This is an optimization exercise on Yosys and OpenROAD, whose aim is small area and a short achievable clock period, not a production implementation.
Function was not checked in any run shown here: the RTL went through the layout flow alone.

==> flow/design.v (outline; a module is shown in full before it is edited, if it fits) <==
// module cordic: 4280 lines
module cordic (
    input  wire        clk,
    input  wire        rst,
    input  wire        valid_i,
    input  wire signed [16:0] x_i,
    input  wire signed [16:0] y_i,
    output wire        valid_o,
    output wire signed [16:0] x_o,
    output wire signed [16:0] y_o
    );
  // ...
==> flow/run.sh <==
#!/bin/bash
# synth_recipe.tcl (not shown) runs the flow's synth.tcl, then flattens the netlist and writes it again
# the make line also repeats each setting of config.mk as NAME=value (left out here)
make -C /OpenROAD-flow-scripts/flow DESIGN_CONFIG=/design/flow/config.mk WORK_HOME=/design/flow/orfs CLKGATE_MAP_FILE= SYNTH_SCRIPT=/design/flow/synth_recipe.tcl finish
==> flow/config.mk <==
export PLATFORM = sky130hd
export DESIGN_NAME = cordic
export DESIGN_NICKNAME = cordic
export VERILOG_FILES = /design/flow/design.v
export SDC_FILE = /design/flow/constraint.sdc
export NUM_CORES = 4
export LEC_CHECK = 0
export ABC_AREA = 1
export CAP_MARGIN = 20
export CORE_MARGIN = 2
export CORE_UTILIZATION = 40
export SETUP_SLACK_MARGIN = 1.5
export SLEW_MARGIN = 20
==> flow/constraint.sdc <==
create_clock -name core_clock -period 4.6 [get_ports {clk}]
set_input_delay 0.9200 -clock core_clock [delete_from_list [all_inputs] [get_ports {clk}]]
set_output_delay 0.9200 -clock core_clock [all_outputs]
set_load 0.01 [all_outputs]
==> reports/qor.txt, run 1 <==
============================================================================
Number of buffer and inverter stages on the critical path                  2
Unrepaired setup endpoints after global routing                         true
TritonCTS clock tree                                                     yes
Fraction of synthesized area in multiplexers                              0%
Multi-input gates                                                       3774
Crit path required time                                              5100 ps
Post-synthesis share of cell area spent on xor and xnor gates          14.4%
Core Footprint                                                    0.0963 mm²
Run status                                  no timing/DRC/antenna violations
Adder and majority cell fraction of the synthesized area               16.0%
Endpoint kind of the worst setup timing path                        register
Crit path max fanout                                                      28
Start point of the worst min-delay path                                vp[6]
Accumulated negative setup slack                                        0 ps
Startpoint class of the critical path                               register
Antenna fix cells                                                          0
Amount of wire on met3 after detailed routing                        3.29 mm
Most common cell after layout, fill and taps aside                   nand2_1
# fillers                                                               9632
Routing layer with the top usage in global route                        met2
Maximum number of pins on one net before global-route repair              34
Combinational family with the most area after synthesis         simple AND/OR/NAND/NOR gates
Minimum period implied by the final worst setup slack                2910 ps
Wire length the detailed router placed on met1                       40.7 mm
Multi-input gate area                                             0.0239 mm²
============================================================================
==> run 2: changes to the inputs <==
==> flow/flow/run.sh (new file) <==
#!/bin/bash
# The standard layout (standard.sh: ORFS from synthesis to the final layout), with one change:
# ADDER_MAP_FILE is empty, so ORFS's synthesis skips Yosys's full/half adder extraction and abc maps
# the adders' logic like the rest. Everything else, including the registers, is the standard flow.
set -euo pipefail
cd "$(dirname "$0")/.."
export ADDER_MAP_FILE=
bash standard.sh > standard.log 2>&1
==> flow/standard.sh (new file) <==
#!/bin/bash
# synth_recipe.tcl (not shown) runs the flow's synth.tcl, then flattens the netlist and writes it again
# the make line also repeats each setting of config.mk as NAME=value (left out here)
make -C /OpenROAD-flow-scripts/flow DESIGN_CONFIG=/design/flow/config.mk WORK_HOME=/design/flow/orfs CLKGATE_MAP_FILE= SYNTH_SCRIPT=/design/flow/synth_recipe.tcl "${@:-finish}"
removed: flow/run.sh
==> run 2 against run 1 <==
Sequential share of layout area fell by 1.6 points. Final area rose by 6.2%. Register-to-register slack improved by 80 ps. First-iteration DRC count rose by 92%. Clock skew rose by 1.6 ps. Highest routed layer unchanged.
==> reports/qor.txt, run 2 <==
==================================================================================
Total Wirelength                                                            102 mm   was 85.8 mm
Slew at the pin closest to its max-slew limit                               588 ps   was 806 ps
Cell Area, Synth                                                        0.0420 mm²   was 0.0387 mm²
Width of the chip                                                           328 µm   was 315 µm
Clk Latency, worst-skew pair                                                650 ps   was 660 ps
Accumulated negative setup slack                                              0 ps   unchanged
Worst-path cell chain                                                 buf_4 -> inv_2 -> nand2_1 -> nand2_2 -> nand2_1 -> nand2_1 -> nor2_2 -> nand3_1 -> nor2_4 -> nand3_1 -> nand3_1 -> nand2_1 -> nand2_1 -> nand2_1 -> nor2_1 -> nand3_1 -> nand2_1 -> inv_1   was buf_6 -> xnor2_1 -> ha_1 -> nand2_1 -> inv_1 -> nand2_1 -> nand2_1 -> a21oi_1 -> nand3_1 -> nand3b_1 -> o21bai_1 -> xor2_1
Worst slew margin relative to its limit                                      60.5%   was 46.1%
Worst Setup Path Type                                                      reg2reg   unchanged
Core Footprint                                                           0.104 mm²   was 0.0963 mm²
CTS Sinks                                                                      575   unchanged
Arrival time at the worst endpoint                                         3370 ps   was 3410 ps
Count of different cell masters after synthesis                                 62   was 44
Vias in the first global route                                               36200   was 29100
Cell accounting for the most synthesized area                              dfxtp_1   unchanged
Maximum Capacitance Violations                                                   0   unchanged
Main area contributors after synthesis                                dfxtp_1 (27%), nand2_1 (26%), inv_1 (9.5%), xor2_1 (7.3%), nand3_1 (6.7%)   was dfxtp_1 (30%), ha_1 (16%), nand2_1 (13%), xor2_1 (9.0%), inv_1 (7.8%)
Initial antenna violation count                                                  0   unchanged
Crit path required time                                                    5140 ps   was 5100 ps
Share of the yosys chip area belonging to registers                          27.4%   was 29.8%
First-pass GRT wire length                                                  173 mm   was 142 mm
Cell type with the highest occurrence count on the critical path           nand2_1   unchanged
Highest-count cells in the layout ignoring fill and taps              nand2_1 (2910), inv_1 (1066), dfxtp_1 (567)   was nand2_1 (1354), inv_1 (800), dfxtp_1 (566)
# fillers                                                                    10800   was 9632
Signed area change from the synthesized netlist to the final layout          9.97%   was 12.4%
Post-route cell area                                                    0.0462 mm²   was 0.0435 mm²
Final setup violation count                                                      0   unchanged
HPWL after DPL                                                             82.1 mm   was 71.2 mm
Final layout net count                                                        7205   was 5869
Endpoints failing hold                                                           0   unchanged
Average cell area after synthesis                                         5.91 µm²   was 7.41 µm²
Maximum clock skew at final layout                                         29.6 ps   was 28.0 ps
Minimum period implied by the final worst setup slack                      2830 ps   was 2910 ps
Final standard cell utilization of the core                                  44.5%   was 45.2%
Dominant cell by count in the synthesized netlist                          nand2_1   unchanged
Most instantiated flip-flop cell in the synthesis netlist                  dfxtp_1   unchanged
Number of buffers inserted during clock tree synthesis                          69   was 71
Top post-synthesis cells by count                                     nand2_1 (2915), inv_1 (1067), dfxtp_1 (575)   was nand2_1 (1354), inv_1 (800), dfxtp_1 (575)
Unrepaired setup endpoints after global routing                               true   unchanged
Global-route usage over all layers                                           19.1%   was 17.5%
CTS clk-pin slew, worst paths                                                60 ps   was 50 ps
Vias                                                                         39700   was 30800
Global route total overflow                                                      0   unchanged
Crit path max-delay cell type                                              dfxtp_1   was a21oi_1
Number of buffer and inverter stages on the critical path                        3   was 2
Routability congestion estimate from global placement                        0.857   was 0.874
Asr flop ratio synth                                                            0%   unchanged
Share of post-route cells with drive strength above 1                        6.44%   was 4.87%
Startpoint class of the critical path                                     register   unchanged
Crit path max-delay family                                            simple AND/OR/NAND/NOR gates   was compound AO/OA/AOI/OAI gates
Final clock period utilization by the worst path                             61.5%   was 63.2%
Count of input and output buffers                                               71   unchanged
Maximum level of the CTS H-tree                                                  3   unchanged
Die footprint                                                            0.108 mm²   was 0.0992 mm²
Post-placement cell area                                                0.0437 mm²   was 0.0410 mm²
First DRT Iteration DRCs                                                      2479   was 1290
Run status                                        no timing/DRC/antenna violations   unchanged
Synthesized flop and latch total                                               575   unchanged
DR WL/cell                                                                 11.9 µm   was 12.9 µm
Crit path max fanout                                                            23   was 28
Buffers from clock root to sink, at most                                         3   unchanged
Endpoint kind of the worst setup timing path                              register   unchanged
Maximum number of pins on one net before global-route repair                    37   was 34
Most common cell after layout, fill and taps aside                         nand2_1   unchanged
Number of warning messages in the yosys log                                      1   unchanged
TritonCTS clock tree                                                           yes   unchanged
Ports placed on the boundary                                                    72   unchanged
Slew Limit Fails                                                                 0   unchanged
Die height                                                                  328 µm   was 315 µm
Class of the worst hold path                                               reg2reg   unchanged
Critical path's largest stage delay                                         300 ps   was 530 ps
TritonRoute pass-1 iters                                                         7   unchanged
Residual DRC                                                                     0   unchanged
Via density per instance                                                      4.62   about the same
Antenna violation net count after detailed routing                               0   unchanged
Post-Syn Instances                                                            7104   was 5219
Timing-limited maximum frequency                                           354 MHz   was 344 MHz
Post-Syn Nets                                                                 7141   was 5745
Cell row count                                                                 118   was 114
Area share of the largest cell type after synthesis                          27.4%   was 29.8%
Antenna fix cells                                                                0   unchanged
Number of enable flip-flop cells after synthesis                                 0   unchanged
Effective utilization at floorplan                                           40.5%   was 40.2%
Library cell used as clock root buffer                                   clkbuf_16   unchanged
==================================================================================
==> run 2: cell types whose count changed in the layout (fill, tap and decap cells not counted), sizes merged, moves of 43 or more <==
cell / delta
xor2: -43
nand4: +59
inv: +301
o21ai: +92
ha: -481
a21oi: -195
xnor2: -130
or2: +78
nand2: +1625
nand3: +277
nor2: +215
==> run 2: path summary, 6_finish.rpt <==
check | start | endpoint | slack, ps | depth (start not counted)
setup / recovery | rdx12 | rdx13 | 1770 | 18
hold / removal | vp[2] | vp[3] | 380 | 2
setup reg to reg | rdx12 | rdx13 | 1770 | 18
hold reg to reg | vp[2] | vp[3] | 380 | 2
==> run 2: per-stage QoR <==
| step | setup slack, ps | instances | hold WS [ps] |
|---|---|---|---|
| 2_1_floorplan | 2240 | 7104 | 388 |
| 3_3_place_gp | 1280 | 8472 | 389 |
| 3_5_place_dp | 1420 | 8472 | 394 |
| 4_1_cts | 1510 | 8596 | 373 |
| 5_1_grt | 1380 | 8601 | 383 |
| 6_report | 1770 | 8601 | 376 |
==> run 2: final cells by class <==
type / count / area (µm²) / area share [%]
clock inverters: 28 / 412 / 0.892
well taps: 1380 / 1730 / 3.74
clock buffers: 96 / 1950 / 4.22
inverters: 1125 / 4260 / 9.24
repair inverters: 1 / 5.00 / 0.0108
flip-flops and latches: 575 / 11500 / 25.0
repair buffers: 92 / 883 / 1.91
multi-input cells: 5304 / 25400 / 55.0
==> run 2: timing repair <==
item | in CTS | in global routing
cloned | 0 | 1
endpoints found under the setup margin | 2 | 35
resized for setup | 1 | 18
hold buffers | 0 | 0
buffers inserted | 0 | 4
==> run 2: metal layers <==
layer	up-vias	GRT usage [%]	share of wire [%]
met5	-	0	0
met4	0	5.80	2.5
met3	121	2.01	3.7
met2	649	30.9	43
met1	17100	26.6	51
li1	21900	-	-
==> run 2: kinds of logic after synthesis <==
logic type	Yosys count	share of synthesized area (%)
AO/OA/AOI/OAI	421	6.06
XOR/XNOR	461	9.67
AND/OR/NAND/NOR	4422	44.8
buffers and inverters	1225	12.1
flip-flops	575	27.4
==> run 2: tightest hold or removal path: stages (launching register included) <==
cell and delay [ps]:
dfxtp_1 300, inv_1 40, nor2_1 30

==> re-timing with driven ports <==
The flow's constraints put no driver on any port. The routed layouts listed below were extracted and timed again, unchanged, in two steps. Step 1: set_driving_cell puts a clkbuf_16 on clk and a buf_2 on each other input, an assumption about the parent block. Step 2 moves the port delays by t, midway between the first and last clock arrival at a register: inputs arrive t later, outputs are due t later. That takes back most of the time a late clock gives input paths. Slacks: ideal ports / drivers / drivers and shift; pairs: ideal ports / drivers.
| run | t (ns) | setup WS [ns] | latest minus earliest clock arrival (ns) |
|---|---|---|---|
| run 1 | 0.706 | 1.695 / 1.695 / 1.606 | 0.029 / 0.029 |
| run 2 | 0.701 | 1.773 / 1.773 / 1.406 | 0.036 / 0.036 |
After both steps setup and hold are still met in every run listed. For run 2, which loses most, drivers alone change the setup slack by 0.000 ns; drivers and shift together by -0.367 ns.
